Source: an optimization exercise on an open RTL-to-GDS flow (aim: small area and a short achievable clock period). Production flows keep margins and buffers that such runs may drop.
RTL that was checked went through simulation tests only; none was proved equivalent to the original.

## convolution
module convolution (
    input clk,
    input rst,
    input signed [15:0] x_in,
    output signed [31:0] y_out,
    output signed [31:0] y_out_t
);
  reg [15:0] s0;
  reg [15:0] s1;
  reg [15:0] s2;
  reg [15:0] s3;
  reg [15:0] s4;
  reg [15:0] s5;
  reg [15:0] s6;
  reg [15:0] s7;
  reg [15:0] s8;
  reg [15:0] s9;
  reg [15:0] s10;
  reg [15:0] s11;
  reg [15:0] s12;
  reg [15:0] s13;
  reg [15:0] s14;
  reg [15:0] s15;
  reg [15:0] s16;
  reg [15:0] s17;
  reg [15:0] s18;
  reg [15:0] s19;
  reg [15:0] s20;
  reg [15:0] s21;
  reg [15:0] s22;
  reg [15:0] s23;
  reg [15:0] s24;
  reg [15:0] s25;
  reg [15:0] s26;
  reg [15:0] s27;
  reg [15:0] s28;
  reg [15:0] s29;
  reg [15:0] s30;
  reg [15:0] s31;
  reg [15:0] s32;
  reg [15:0] s33;
  reg [15:0] s34;
  reg [15:0] s35;
  reg [15:0] s36;
  reg [15:0] s37;
  reg [15:0] s38;
  reg [15:0] yt;
  reg [30:0] y;
  reg [24:0] v;
  reg [30:0] rs, rc;
  reg ytc1, ytc2, ytc3;    
  reg zr0_0;
  reg zr0_1;
  reg zr1_0;
  reg zr1_1;
  reg zr2_0;
  reg zr2_1;
  reg zr3_0;
  reg zr3_1;
  reg zr4_0;
  reg zr4_1;
  reg zr5_0;
  reg zr5_1;
  reg zr6_0;
  reg zr6_1;
  reg zr7_0;
  reg zr7_1;
  reg zr8_0;
  reg zr8_1;
  reg zr9_0;
  reg zr9_1;
  reg zr10_0;
  reg zr10_1;
  reg zr11_0;
  reg zr11_1;
  reg zr12_0;
  reg zr12_1;
  reg zr13_0;
  reg zr13_1;
  reg zr14_0;
  reg zr14_1;
  reg zr15_0;
  reg zr15_1;
  reg zr16_0;
  reg zr16_1;
  ...
Size: about 850 flip-flops, ~82 I/O pins, ~45,000 um^2 of cells after synthesis.
Settings: LEC_CHECK=0, CAP_MARGIN=20, CORE_MARGIN=2, CORE_UTILIZATION=40, CTS_CLUSTER_DIAMETER=80, CTS_CLUSTER_SIZE=28, SLEW_MARGIN=20, SYNTH_HIERARCHICAL=1; clock period 15.0 ns.
standard.sh (not shown) runs the stock make flow with config.mk's settings and CLKGATE_MAP_FILE= SYNTH_SCRIPT=/design/flow/synth_recipe.tcl, a recipe that flattens the netlist after the stock synthesis.
==> flow/flow/run.sh <==
#!/bin/bash
# Standard ORFS layout, with repair_timing asked to keep a larger setup margin
# than the clock period needs, so that it works on the paths that set the
# achieved period.  Constraints (constraint.sdc) are unchanged.
set -euo pipefail
export SETUP_SLACK_MARGIN=10.8
bash standard.sh finish > standard_finish.log 2>&1
Then changed:
--- a/flow/design.v
+++ b/flow/design.v
@@ -41,21 +41,21 @@
   reg [15:0] s33;
   reg [15:0] s34;
   reg [15:0] s35;
   reg [15:0] s36;
   reg [15:0] s37;
   reg [15:0] s38;
   reg [15:0] yt;
   reg [30:0] y;
   reg [24:0] v;
   reg [30:0] rs, rc;
-  reg ytc1, ytc2, ytc3;    
+  reg ytc1, ytc2;    
   reg zr0_0;
   reg zr0_1;
   reg zr1_0;
   reg zr1_1;
   reg zr2_0;
   reg zr2_1;
   reg zr3_0;
   reg zr3_1;
   reg zr4_0;
   reg zr4_1;
@@ -131,23 +131,22 @@
   reg zv17_1;
   reg zv18_0;
   reg zv18_1;
   reg zv19_0;
   reg zv19_1;
   reg zv20_0;
   reg zv20_1;
   reg zv21_0;
   reg zv21_1;
   wire valid = ~&x_in;
-  wire [15:0] xg = valid ? x_in : 16'd0;    
   assign y_out = {y[30], y};
-  assign y_out_t = {{5{ytc3}}, {5{ytc2}}, {4{ytc1}}, {2{yt[15]}}, yt};
+  assign y_out_t = {{5{ytc2}}, {6{ytc1}}, {5{yt[15]}}, yt};
   wire n0 = ~s0[0];
   wire n1 = ~s0[1];
   wire n2 = ~s0[2];
   wire n3 = ~s0[0];
   wire n4 = ~s0[3];
   wire n5 = ~s0[1];
   wire n6 = ~s0[4];
   wire n7 = ~s0[2];
   wire n8 = ~s0[5];
   wire n9 = ~s0[3];
@@ -2348,21 +2347,20 @@
       s32 <= 16'd0;
       s33 <= 16'd0;
       s34 <= 16'd0;
       s35 <= 16'd0;
       s36 <= 16'd0;
       s37 <= 16'd0;
       s38 <= 16'd0;
       yt <= 16'd0;
       ytc1 <= 1'b0;
       ytc2 <= 1'b0;
-      ytc3 <= 1'b0;
       y <= 31'd0;
       rs <= 31'd0;
       rc <= 31'd0;
       v <= 25'd0;
       zr0_0 <= 1'b0;
       zr0_1 <= 1'b0;
       zr1_0 <= 1'b0;
       zr1_1 <= 1'b0;
       zr2_0 <= 1'b0;
       zr2_1 <= 1'b0;
@@ -2442,21 +2440,21 @@
       zv17_1 <= 1'b0;
       zv18_0 <= 1'b1;
       zv18_1 <= 1'b0;
       zv19_0 <= 1'b0;
       zv19_1 <= 1'b1;
       zv20_0 <= 1'b0;
       zv20_1 <= 1'b1;
       zv21_0 <= 1'b1;
       zv21_1 <= 1'b0;
     end else begin
-      s0 <= xg;
+      s0 <= valid ? x_in : 16'd0;
       s1 <= s0;
       s2 <= s1;
       s3 <= s2;
       s4 <= s3;
       s5 <= s4;
       s6 <= s5;
       s7 <= s6;
       s8 <= s7;
       s9 <= s8;
       s10 <= s9;
@@ -2484,21 +2482,20 @@
       s32 <= s31;
       s33 <= s32;
       s34 <= s33;
       s35 <= s34;
       s36 <= s35;
       s37 <= s36;
       s38 <= s37;
       if (valid) yt <= s0;
       ytc1 <= valid ? s0[15] : yt[15];
       ytc2 <= valid ? s0[15] : ytc1;
-      ytc3 <= valid ? s0[15] : ytc2;
       y <= y_next;
       v <= {v[23], n2167, n2164, n2163, n2157, n2146, n2145, n2126, n2112, n2098, n2084, n2070, n2056, n2042, n2028, n2014, n2000, n1986, n1972, n1958, n1955, n1943, n1927, n1917, n1911} + {n2168, n2166, n2165, n2158, n2152, n2151, n2136, n2135, n2125, n2111, n2097, n2083, n2069, n2055, n2041, n2027, n2013, n1999, n1985, n1971, n1957, n1941, n1929, n1919, n1913};
       rs <= {n1452, n1448, n1444, n1440, n1439, n1435, n1431, n1427, n1421, n1415, n1392, n1376, n1375, n1338, n1312, n1311, n1256, n1230, n1204, n1178, n1152, n1126, n1100, n1074, n1071, n1045, n1021, n995, n973, n955, n899};
       rc <= {n1455, n1451, n1447, n1443, n1436, n1432, n1428, n1422, n1416, n1406, n1405, n1391, n1358, n1357, n1337, n1282, n1281, n1255, n1229, n1203, n1177, n1151, n1125, n1099, n1073, n1047, n1019, n997, n975, n957, n945};
       zr0_0 <= n446;
       zr0_1 <= n448;
       zr1_0 <= n456;
       zr1_1 <= n458;
       zr2_0 <= n470;
       zr2_1 <= n472;
=> Wire length barely changes. Via count is about the same. Setup slack got worse by 0.012 ns. Non-clock buffer count falls by 7. Clock-buffer cell count rises by 6. Clock skew rises by 0.0037 ns. Cell area hardly moves.
The RTL of the second run of this note was laid out without a check of its function.

========
== rev 12 ==
convolution, a different RTL version from the one above (not shown whole).
Size in the first run: roughly 850 flip-flops, ~0.045 mm2 of cells after synthesis.
Settings: LEC_CHECK=0, CAP_MARGIN=20, CORE_MARGIN=2, CORE_UTILIZATION=40, CTS_CLUSTER_DIAMETER=80, CTS_CLUSTER_SIZE=28, SLEW_MARGIN=20, SYNTH_HIERARCHICAL=1; clock period 15.0 ns.
Scripts as last shown in full above: flow/flow/run.sh
Rev 12 did not stop at any stage, and its layout met the timing, design-rule and antenna checks.
Input-level comparison between rev 13 and rev 12:
--- a/flow/design.v
+++ b/flow/design.v
@@ -45,13 +45,13 @@
   reg [15:0] s37;
   reg [15:0] s38;
   reg [15:0] yt;
   reg [30:0] y;
   reg [24:0] v;
   reg [30:0] rs, rc;
-  reg ytn;    
+  reg ytc1, ytc2;    
   reg zr0_0;
   reg zr0_1;
   reg zr1_0;
   reg zr1_1;
   reg zr2_0;
   reg zr2_1;
@@ -136,13 +136,13 @@
   reg zv20_0;
   reg zv20_1;
   reg zv21_0;
   reg zv21_1;
   wire valid = ~&x_in;
   assign y_out = {y[30], y};
-  assign y_out_t = {{8{~ytn}}, {8{yt[15]}}, yt};
+  assign y_out_t = {{5{ytc2}}, {6{ytc1}}, {5{yt[15]}}, yt};
   wire n0 = ~s0[0];
   wire n1 = ~s0[1];
   wire n2 = ~s0[2];
   wire n3 = ~s0[0];
   wire n4 = ~s0[3];
   wire n5 = ~s0[1];
@@ -2369,13 +2369,14 @@
       s34 <= 16'd0;
       s35 <= 16'd0;
       s36 <= 16'd0;
       s37 <= 16'd0;
       s38 <= 16'd0;
       yt <= 16'd0;
-      ytn <= 1'b1;
+      ytc1 <= 1'b0;
+      ytc2 <= 1'b0;
       y <= 31'd0;
       rs <= 31'd0;
       rc <= 31'd0;
       v <= 25'd0;
       zr0_0 <= 1'b1;
       zr0_1 <= 1'b1;
@@ -2503,13 +2504,14 @@
       s34 <= s33;
       s35 <= s34;
       s36 <= s35;
       s37 <= s36;
       s38 <= s37;
       if (valid) yt <= s0;
-      if (valid) ytn <= ~s0[15];
+      ytc1 <= valid ? s0[15] : yt[15];
+      ytc2 <= valid ? s0[15] : ytc1;
       y <= y_next;
       v <= {v[23], n2187, n2184, n2183, n2177, n2166, n2165, n2146, n2134, n2122, n2110, n2098, n2086, n2074, n2062, n2050, n2038, n2026, n2014, n2002, n1999, n1989, n1975, n1967, n1961} + {n2188, n2186, n2185, n2178, n2172, n2171, n2156, n2155, n2145, n2133, n2121, n2109, n2097, n2085, n2073, n2061, n2049, n2037, n2025, n2013, n2001, n1987, n1977, n1969, n1963};
       rs <= {n1440, n1436, n1432, n1428, n1427, n1423, n1416, n1415, n1409, n1403, n1380, n1379, n1348, n1328, n1306, n1280, n1256, n1232, n1208, n1184, n1160, n1136, n1112, n1088, n1064, n1061, n1037, n1015, n995, n977, n965};
       rc <= {n1443, n1439, n1435, n1431, n1424, n1420, n1419, n1410, n1404, n1394, n1393, n1364, n1363, n1347, n1327, n1305, n1279, n1255, n1231, n1207, n1183, n1159, n1135, n1111, n1087, n1063, n1039, n1017, n997, n979, n963};
       zr0_0 <= n462;
       zr0_1 <= n502;
Notes after the runs:
The routed length on met3 number comes out higher for rev 13 vs rev 12. Rev 13 vs. rev 12: area share of fa/ha/maj cells after synthesis held steady, starting density of the core saw little to no change, synthesized instance count flat. As far as maximum clock insertion buffer count goes, rev 13 and rev 12 are indistinguishable; the numbers are identical. Of rev 13 and rev 12, the lower area added between synthesis and finish belongs to rev 12. | wire length | rev 13 vs rev 12 | worse |. Looking at fraction of final layout cells with drive strength greater than 1, rev 13 sits above rev 12. Rev 13 vs rev 12 on register-to-register slack: rev 13 is the lower one. Launching element of the worst setup path: yt[15] -> rev 13, ytn -> rev 12. | CTS buffer count | higher: rev 13 |.
For rev 12, only the layout was checked, not whether the RTL still works.

==> port drivers added, routing unchanged <==
No port has a modelled driver above. Below, the same layouts with a new extraction and two added sets of constraints. Step 1, drivers: a clkbuf_16 drives clk and a buf_2 each remaining input, both assumed. Step 2 moves the port delays by t, midway between the first and last clock arrival at a register: inputs arrive t later, outputs are due t later. That takes back most of the time a late clock gives input paths. Slacks: no drivers / after step 1 / after step 2; pairs: no drivers / after step 1.
run | shift t [ns] | slack for setup (ns) | worst setup path after step 2 | clock arrival spread, ns | pins driven straight from the clock port
the first run of note 1 | 0.692 | 10.711 / 10.644 / 10.373 | input to register | 0.047 / 0.047 | 1
the second run of note 1 | 0.687 | 10.698 / 10.633 / 10.294 | input to register | 0.041 / 0.040 | 1
rev 12 | 0.681 | 10.652 / 10.588 / 10.271 | input to register | 0.041 / 0.041 | 1
rev 13 | 0.690 | 10.687 / 10.621 / 10.347 | input, reset recovery | 0.035 / 0.034 | 1
After both steps every run listed still meets setup and hold. For the second run of note 1, which loses most, drivers alone change the setup slack by -0.065 ns; drivers and shift together by -0.404 ns. Setup slack includes reset recovery checks.
